What follows belongs to an exercise in optimizing a design on an open flow for a short achievable clock period and few clock cycles; a production flow would make more cautious choices. Only simulation tests tie the RTL to the original design; equivalence was not proved. Power and IR drop assume default switching activity.

==> inputs of run R <==
// cf_cpu
module cf_cpu #(
	parameter TOP_VER     = 8'h00,
    parameter BOOT_VECTOR = 16'hF000,
    parameter USE_BARREL  = 1
)(
	input wire clk,
	input wire rst_n,
	output reg [16:0] bus_address,
	output reg bus_wr_en,
	output reg bus_io_flag,
	output reg bus_burst,
	output reg [15:0] bus_data_in,
	output reg bus_enable,
	input wire bus_ready,
	input wire [15:0] bus_data_out
);
clock: 7.5 ns
lec_check: 0
abc_clock_period_in_ps: 3000
cap_margin: 20
cell_pad_in_sites_detail_placement: 1
cell_pad_in_sites_global_placement: 2
core_margin: 2
core_utilization: 35
place_density: 0.55
setup_slack_margin: 4.0
slew_margin: 20
run.sh (not shown) runs the stock make flow with config.mk's settings and CLKGATE_MAP_FILE= SYNTH_SCRIPT=/design/flow/synth_recipe.tcl, a recipe that flattens the netlist after the stock synthesis.
==> run A: changes against run R <==
--- a/flow/design.v
+++ b/flow/design.v
@@ -4,13 +4,16 @@
 	input wire clk,
 	input wire rst_n,
 	input wire start,
 	input wire [15:0] num,
 	input wire [15:0] denom,
-	output wire done,
+	output wire done,					 
+	output wire last,					 
 	output wire [15:0] quotient,
-	output wire [15:0] remainder);
+	output wire [15:0] remainder,
+	output wire [15:0] quotient_n,
+	output wire [15:0] remainder_n);
 	reg [1:0]  st;
 	reg [2:0]  cnt;
 	reg [15:0] d;
 	reg [17:0] d3;
 	reg [15:0] r;
@@ -60,10 +63,26 @@
 	wire [32:0] s2 = ksa32({14'b0, r4}, ~{15'b0, d, 1'b0}, 1'b1);
 	wire [32:0] s3 = ksa32({14'b0, r4}, ~{14'b0, d3}, 1'b1);
 	wire [18:0] t1 = {!s1[32], s1[17:0]};
 	wire [18:0] t2 = {!s2[32], s2[17:0]};
 	wire [18:0] t3 = {!s3[32], s3[17:0]};
+	reg  [15:0] r_step, nq_step;
+	always @* begin
+		if (!t3[18]) begin
+			r_step  = t3[15:0];
+			nq_step = {nq[13:0], 2'd3};
+		end else if (!t2[18]) begin
+			r_step  = t2[15:0];
+			nq_step = {nq[13:0], 2'd2};
+		end else if (!t1[18]) begin
+			r_step  = t1[15:0];
+			nq_step = {nq[13:0], 2'd1};
+		end else begin
+			r_step  = r4[15:0];
+			nq_step = {nq[13:0], 2'd0};
+		end
+	end
 	always @(posedge clk) begin
 		if (!rst_n) begin
 			st <= ST_IDLE;
 		end else begin
 			case (st)
@@ -89,31 +108,23 @@
 						cnt <= 3'd7;
 						st  <= ST_RUN;
 					end
 				end
 				ST_RUN: begin
-					if (!t3[18]) begin
-						r  <= t3[15:0];
-						nq <= {nq[13:0], 2'd3};
-					end else if (!t2[18]) begin
-						r  <= t2[15:0];
-						nq <= {nq[13:0], 2'd2};
-					end else if (!t1[18]) begin
-						r  <= t1[15:0];
-						nq <= {nq[13:0], 2'd1};
-					end else begin
-						r  <= r4[15:0];
-						nq <= {nq[13:0], 2'd0};
-					end
+					r   <= r_step;
+					nq  <= nq_step;
 					cnt <= cnt - 3'd1;
 					if (cnt == 3'd0) st <= ST_DONE;
 				end
 				default: st <= ST_IDLE;
 			endcase
 		end
 	end
 	assign done      = (st == ST_DONE);
+	assign last      = (st == ST_RUN) && (cnt == 3'd0);
+	assign quotient_n  = nq_step;
+	assign remainder_n = r_step;
 	assign quotient  = nq;
 	assign remainder = r;
 endmodule
 `default_nettype none
 `timescale 1ns/1ps
@@ -147,14 +158,17 @@
 		FLAG_SGT = 1,
 		FLAG_ULT = 2,
 		FLAG_UGT = 3,
 		FLAG_EQ  = 4;
 	reg [7:0]  qb0, qb1, qb2, qb3, qb4, qb5, qb6, qb7;
+	reg [3:0]  pq0, pq1, pq2, pq3, pq4, pq5, pq6, pq7;	 
 	reg [7:0]  qv;						 
 	reg [15:0] fpc;						 
 	reg [7:0]  ic_d [0:31];
-	reg [2:0]  ic_p [0:31];				 
+	reg [3:0]  ic_p [0:31];				 
+	reg [7:0]  ic_dr [0:31];			 
+	reg [3:0]  ic_pr [0:31];
 	reg [10:0] ic_tag0, ic_tag1;
 	reg [31:0] ic_v;
 	reg [1:0]  btype;
 	localparam
 		BT_EXEC  = 0,					 
@@ -190,17 +204,18 @@
 	reg [31:0] macc;
 	reg [17:0] mpa, mpb;
 	reg [15:0] mul_b;
 	reg [2:0]  mul_cnt;
 	wire       div_start = xs[S_ALU] && (xop[7:4] == 4'h4);
-	wire       div_done;
-	wire [15:0] div_q;
-	wire [15:0] div_r;
+	wire       div_done, div_last;
+	wire [15:0] div_q, div_qn;
+	wire [15:0] div_r, div_rn;
 	serial_divide divider(
 		.clk(clk), .rst_n(rst_n),
 		.start(div_start), .num(reg_ACC), .denom(opnd),
-		.done(div_done), .quotient(div_q), .remainder(div_r));
+		.done(div_done), .last(div_last), .quotient(div_q), .remainder(div_r),
+		.quotient_n(div_qn), .remainder_n(div_rn));
 	function [16:0] ksa(input [15:0] a, input [15:0] b, input cin);
 		reg [15:0] g, p, gk, pk, c;
 		integer i, d;
 		begin
 			g  = a & b;
@@ -239,12 +254,12 @@
 	wire [7:0] b1 = qb1;
 	wire [7:0] b2 = qb2;
 	wire [2:0] mode = op[2:0];
 	wire       is_alu   = (op <= 8'h97) || (op >= 8'hB8 && op <= 8'hC7);
 	wire       is_store = (op >= 8'h98 && op <= 8'hB7);
-	wire       wide_imm = (op <= 8'h97) && !op[3];
-	function [2:0] predec(input [7:0] o);
+	wire       wide_imm = pq0[3];
+	function [3:0] predec(input [7:0] o);
 		reg [1:0] l;
 		reg nb;
 		begin
 			if (o <= 8'hC7) begin
 				case (o[2:0])
@@ -266,14 +281,13 @@
 				case (o)
 					8'hD7, 8'hD8, 8'hD9, 8'hDC, 8'hDD, 8'hEA, 8'hEB: nb = 1'b1;
 					default: nb = 1'b0;
 				endcase
 			end
-			predec = {nb, l};
+			predec = {(o <= 8'h97) && !o[3], nb, l};
 		end
 	endfunction
-	reg [2:0] pq0, pq1, pq2, pq3, pq4, pq5, pq6, pq7;
 	wire [1:0] ilen = pq0[1:0];
 	reg have;
 	always @* begin
 		case (ilen)
 			2'd2: have = qv[1];
@@ -414,28 +428,29 @@
 	wire [17:0] mul_pb   = xs[S_ALU] ? (op_hz ? pb_l : pb_h) : pb_r;
 	wire [4:0]  ic_i0 = fpc[4:0];
 	wire [4:0]  ic_i1 = fpc[4:0] + 5'd1;
 	wire        ic_tm0 = (ic_tag0 == fpc[15:5]);
 	wire        ic_tm1 = (ic_tag1 == fpc[15:5]);
+	wire [31:0] ic_vr  = {ic_v[0], ic_v[31:1]};		 
 	wire        ic_h0 = ic_v[ic_i0] && (fpc[4] ? ic_tm1 : ic_tm0);
-	wire        ic_h1 = (fpc[4:0] != 5'd31) && ic_v[ic_i1] && (ic_i1[4] ? ic_tm1 : ic_tm0);
+	wire        ic_h1 = (fpc[4:0] != 5'd31) && ic_vr[ic_i0] && ((fpc[4] ^ (fpc[3:0] == 4'hF)) ? ic_tm1 : ic_tm0);
 	wire        finfl = bus_enable && (btype != BT_EXEC);	 
 	wire bfree  = !bus_enable || bus_ready;
 	wire bdone  = bus_enable && bus_ready;
 	wire exec_now = have && (!pq0[2] || bfree);
-	wire [2:0] pd_lo = predec(bus_data_out[7:0]);
-	wire [2:0] pd_hi = predec(bus_data_out[15:8]);
+	wire [3:0] pd_lo = predec(bus_data_out[7:0]);
+	wire [3:0] pd_hi = predec(bus_data_out[15:8]);
 	wire       fapp  = bus_enable && bus_ready && (btype == BT_FETCH);
 	wire       capp2 = !finfl && ic_h0 && ic_h1 && !qv[6];
 	wire       capp1 = !finfl && ic_h0 && !(ic_h1 && !qv[6]) && !qv[7];
 	wire       app2  = fapp || capp2;
 	wire       app1  = capp1;
 	wire       app   = app2 || app1;
 	wire [7:0] a_lo  = finfl ? bus_data_out[7:0]  : ic_d[ic_i0];
-	wire [7:0] a_hi  = finfl ? bus_data_out[15:8] : ic_d[ic_i1];
-	wire [2:0] a_plo = finfl ? pd_lo : ic_p[ic_i0];
-	wire [2:0] a_phi = finfl ? pd_hi : ic_p[ic_i1];
+	wire [7:0] a_hi  = finfl ? bus_data_out[15:8] : ic_dr[ic_i0];
+	wire [3:0] a_plo = finfl ? pd_lo : ic_p[ic_i0];
+	wire [3:0] a_phi = finfl ? pd_hi : ic_pr[ic_i0];
 	wire [7:0] lo_pos = ~qv & {qv[6:0], 1'b1};
 	wire [7:0] hi_pos = {lo_pos[6:0], 1'b0};
 	reg [1:0]  cons;
 	reg        flush;
 	reg        redir;
@@ -445,11 +460,11 @@
 	reg        r_wr, r_io, r_burst;
 	reg [15:0] r_din;
 	reg        r_wait;
 	reg        fetch_ok;
 	reg [7:0]  t0, t1, t2, t3, t4, t5, t6, t7, t8, t9;
-	reg [2:0]  u0, u1, u2, u3, u4, u5, u6, u7, u8, u9;
+	reg [3:0]  u0, u1, u2, u3, u4, u5, u6, u7, u8, u9;
 	reg [7:0]  qva, qvs;
 	reg [15:0] mask_d;
 	always @(posedge clk) begin
 		if (!rst_n) begin
 			bus_enable  <= 1'b0;
@@ -662,11 +677,11 @@
 					if (xop[7:4] == 4'h3) begin
 						macc    <= 32'd0;
 						mpa     <= mul_pa;
 						mpb     <= mul_pb;
 						mul_b   <= {mul_b0[11:0], 4'b0};
-						mul_cnt <= (opnd[15:8] == 8'h00) ? 3'd1 : 3'd3;
+						mul_cnt <= op_hz ? 3'd1 : 3'd3;
 						xs <= X_MUL;
 					end else if (xop[7:4] == 4'h4) begin
 						xs <= X_DIV;
 					end else begin
 						if (xop[7:4] == 4'h8) reg_flags <= cmp_x;
@@ -684,13 +699,13 @@
 					if (mul_cnt == 3'd0) begin
 						{reg_alt, reg_ACC} <= mul_next;
 						xs <= X_DEC;
 					end
 				end
-				xs[S_DIV]: if (div_done) begin
-					reg_ACC <= div_q;
-					reg_alt <= div_r;
+				xs[S_DIV]: if (div_done || div_last) begin
+					reg_ACC <= div_done ? div_q : div_qn;
+					reg_alt <= div_done ? div_r : div_rn;
 					xs <= X_DEC;
 				end
 				xs[S_RET]: if (bdone) begin
 					redir   = 1'b1;
 					rtarget = bus_data_out;
@@ -721,10 +736,14 @@
 					reg_ACC <= bus_data_out;
 					xs <= X_DEC;
 				end
 				default: xs <= X_DEC;
 			endcase
+			if (xs[S_DEC] && have && is_alu && mode == 3'd0 && op[7:4] != 4'h3 && op[7:4] != 4'h4 && op[7:4] != 4'h9)
+				reg_ACC <= alu_d;
+			if ((xs[S_ALU] || (xs[S_WAITD] && bdone)) && xop[7:4] != 4'h3 && xop[7:4] != 4'h4 && xop[7:4] != 4'h9)
+				reg_ACC <= alu_x;
 			if (redir) flush = 1'b1;
 			cons = (xs[S_DEC] && exec_now) ? ilen : 2'd0;
 			if (xs[S_DEC] && exec_now && (op == 8'hD7 || op == 8'hD9)) flush = 1'b1;
 			t0 = (app && lo_pos[0]) ? a_lo : qb0;
 			t1 = (app && lo_pos[1]) ? a_lo : (app && hi_pos[1]) ? a_hi : qb1;
@@ -741,11 +760,11 @@
 			u3 = (app && lo_pos[3]) ? a_plo : (app && hi_pos[3]) ? a_phi : pq3;
 			u4 = (app && lo_pos[4]) ? a_plo : (app && hi_pos[4]) ? a_phi : pq4;
 			u5 = (app && lo_pos[5]) ? a_plo : (app && hi_pos[5]) ? a_phi : pq5;
 			u6 = (app && lo_pos[6]) ? a_plo : (app && hi_pos[6]) ? a_phi : pq6;
 			u7 = (app && lo_pos[7]) ? a_plo : (app && hi_pos[7]) ? a_phi : pq7;
-			u8 = 3'd1; u9 = 3'd1;
+			u8 = 4'd1; u9 = 4'd1;
 			qva = app2 ? {qv[5:0], 2'b11} : app1 ? {qv[6:0], 1'b1} : qv;
 			case (cons)
 				2'd1: begin
 					qb0 <= t1; qb1 <= t2; qb2 <= t3; qb3 <= t4; qb4 <= t5; qb5 <= t6; qb6 <= t7; qb7 <= t8;
 					pq0 <= u1; pq1 <= u2; pq2 <= u3; pq3 <= u4; pq4 <= u5; pq5 <= u6; pq6 <= u7; pq7 <= u8;
@@ -814,10 +833,14 @@
 		end else if (finfl) begin
 			ic_d[fa0[4:0]]       <= bus_data_out[7:0];
 			ic_p[fa0[4:0]]       <= pd_lo;
 			ic_d[bus_addr1[4:0]] <= bus_data_out[15:8];
 			ic_p[bus_addr1[4:0]] <= pd_hi;
+			ic_dr[fa0[4:0] - 5'd1] <= bus_data_out[7:0];
+			ic_pr[fa0[4:0] - 5'd1] <= pd_lo;
+			ic_dr[fa0[4:0]]        <= bus_data_out[15:8];
+			ic_pr[fa0[4:0]]        <= pd_hi;
 			icv_n = ic_v;
 			if (!fa0[4] || !bus_addr1[4]) begin
 				if (ic_tag0 != (!fa0[4] ? fa0[15:5] : bus_addr1[15:5])) begin
 					ic_tag0 <= !fa0[4] ? fa0[15:5] : bus_addr1[15:5];
 					icv_n[15:0] = 16'd0;
==> summary of the runs <==
Sequential power: run A is higher than run R (about 37%). Between run R and run A, the lower wire length is in run R (gap about 20%, measured against run A). Between run R and run A, the lower combinational power is in run R (gap about 11%, measured against run A). Clock-buffer cell count: run R is lower than run A (70). Of run R and run A, run A has the higher sequential share of layout area (gap 5.0 points). Against run A, the critical path depth of run R is lower by 3. Run R completed without violations. Run A went through all stages and came out clean. Against run A, the register-to-register slack of run R is lower by 0.22 ns. In run A the die area is larger than in run R, by about 26%.
==> figures <==
quantity	run R	run A
Status	finished clean	finished clean
Post-Synthesis Cells	9001	10913
Clk power	6.22 mW	8.06 mW
Tap cell count	3026	3900
HPWL Detailed	314000 um	389000 um
Power consumed by combinational cells	25.5 mW	28.6 mW
Fin Hold WS	0.486 ns	0.470 ns
Post-synth design cell area	81200 um^2	102000 um^2
Reported sequential group power	7.39 mW	10.1 mW
Fraction of area in multi-input gates	55.4%	51.0%
# nets final	10017	11951
Share of total power in sequential cells	18.9%	21.5%
Area share of and/or/nand/nor cells after synthesis	15.2%	14.6%
Length in cells of the worst reg-to-reg path	10	13
Via count of the first global-routing pass	82003	98762
Crit path time final	4.12 ns	3.90 ns
Placed instance count	11670	14332
Avg Inst Size Synth	9.03 um^2	9.37 um^2
Testbench counts of run R, summed over its fixed seeds: cycles 166,442.
Testbench counts of run A, summed over its fixed seeds: cycles 166,072.

-- afterwards: timing with drivers on the ports --
Ports are ideal in the flow. The routed layouts listed here were re-timed in OpenROAD.
Step 1 (the two cells are an assumption about what drives the block):
set clk [get_ports {clk}]
set_driving_cell -lib_cell sky130_fd_sc_hd__clkbuf_16 $clk
set_driving_cell -lib_cell sky130_fd_sc_hd__buf_2 [delete_from_list [all_inputs] $clk]
Step 2 adds t to the input delays and takes it off the output delays; t is the mean of the earliest and latest rising clock arrival at the registers after step 1. Input paths then give back, and output paths get back, about the clock's delay inside the block.
Three values: ideal ports, drivers, drivers and shift; two values: the first two.
run | t (ns) | setup WS [ns] | worst data-port slew with drivers (ns)
run R | 0.938 | 3.382 / 3.382 / 2.569 | 0.45
run A | 0.962 | 3.600 / 3.412 / 2.451 | 0.37
After both steps every run listed still meets setup and hold. For run A, which loses most, drivers alone change the setup slack by -0.188 ns; drivers and shift together by -1.149 ns.
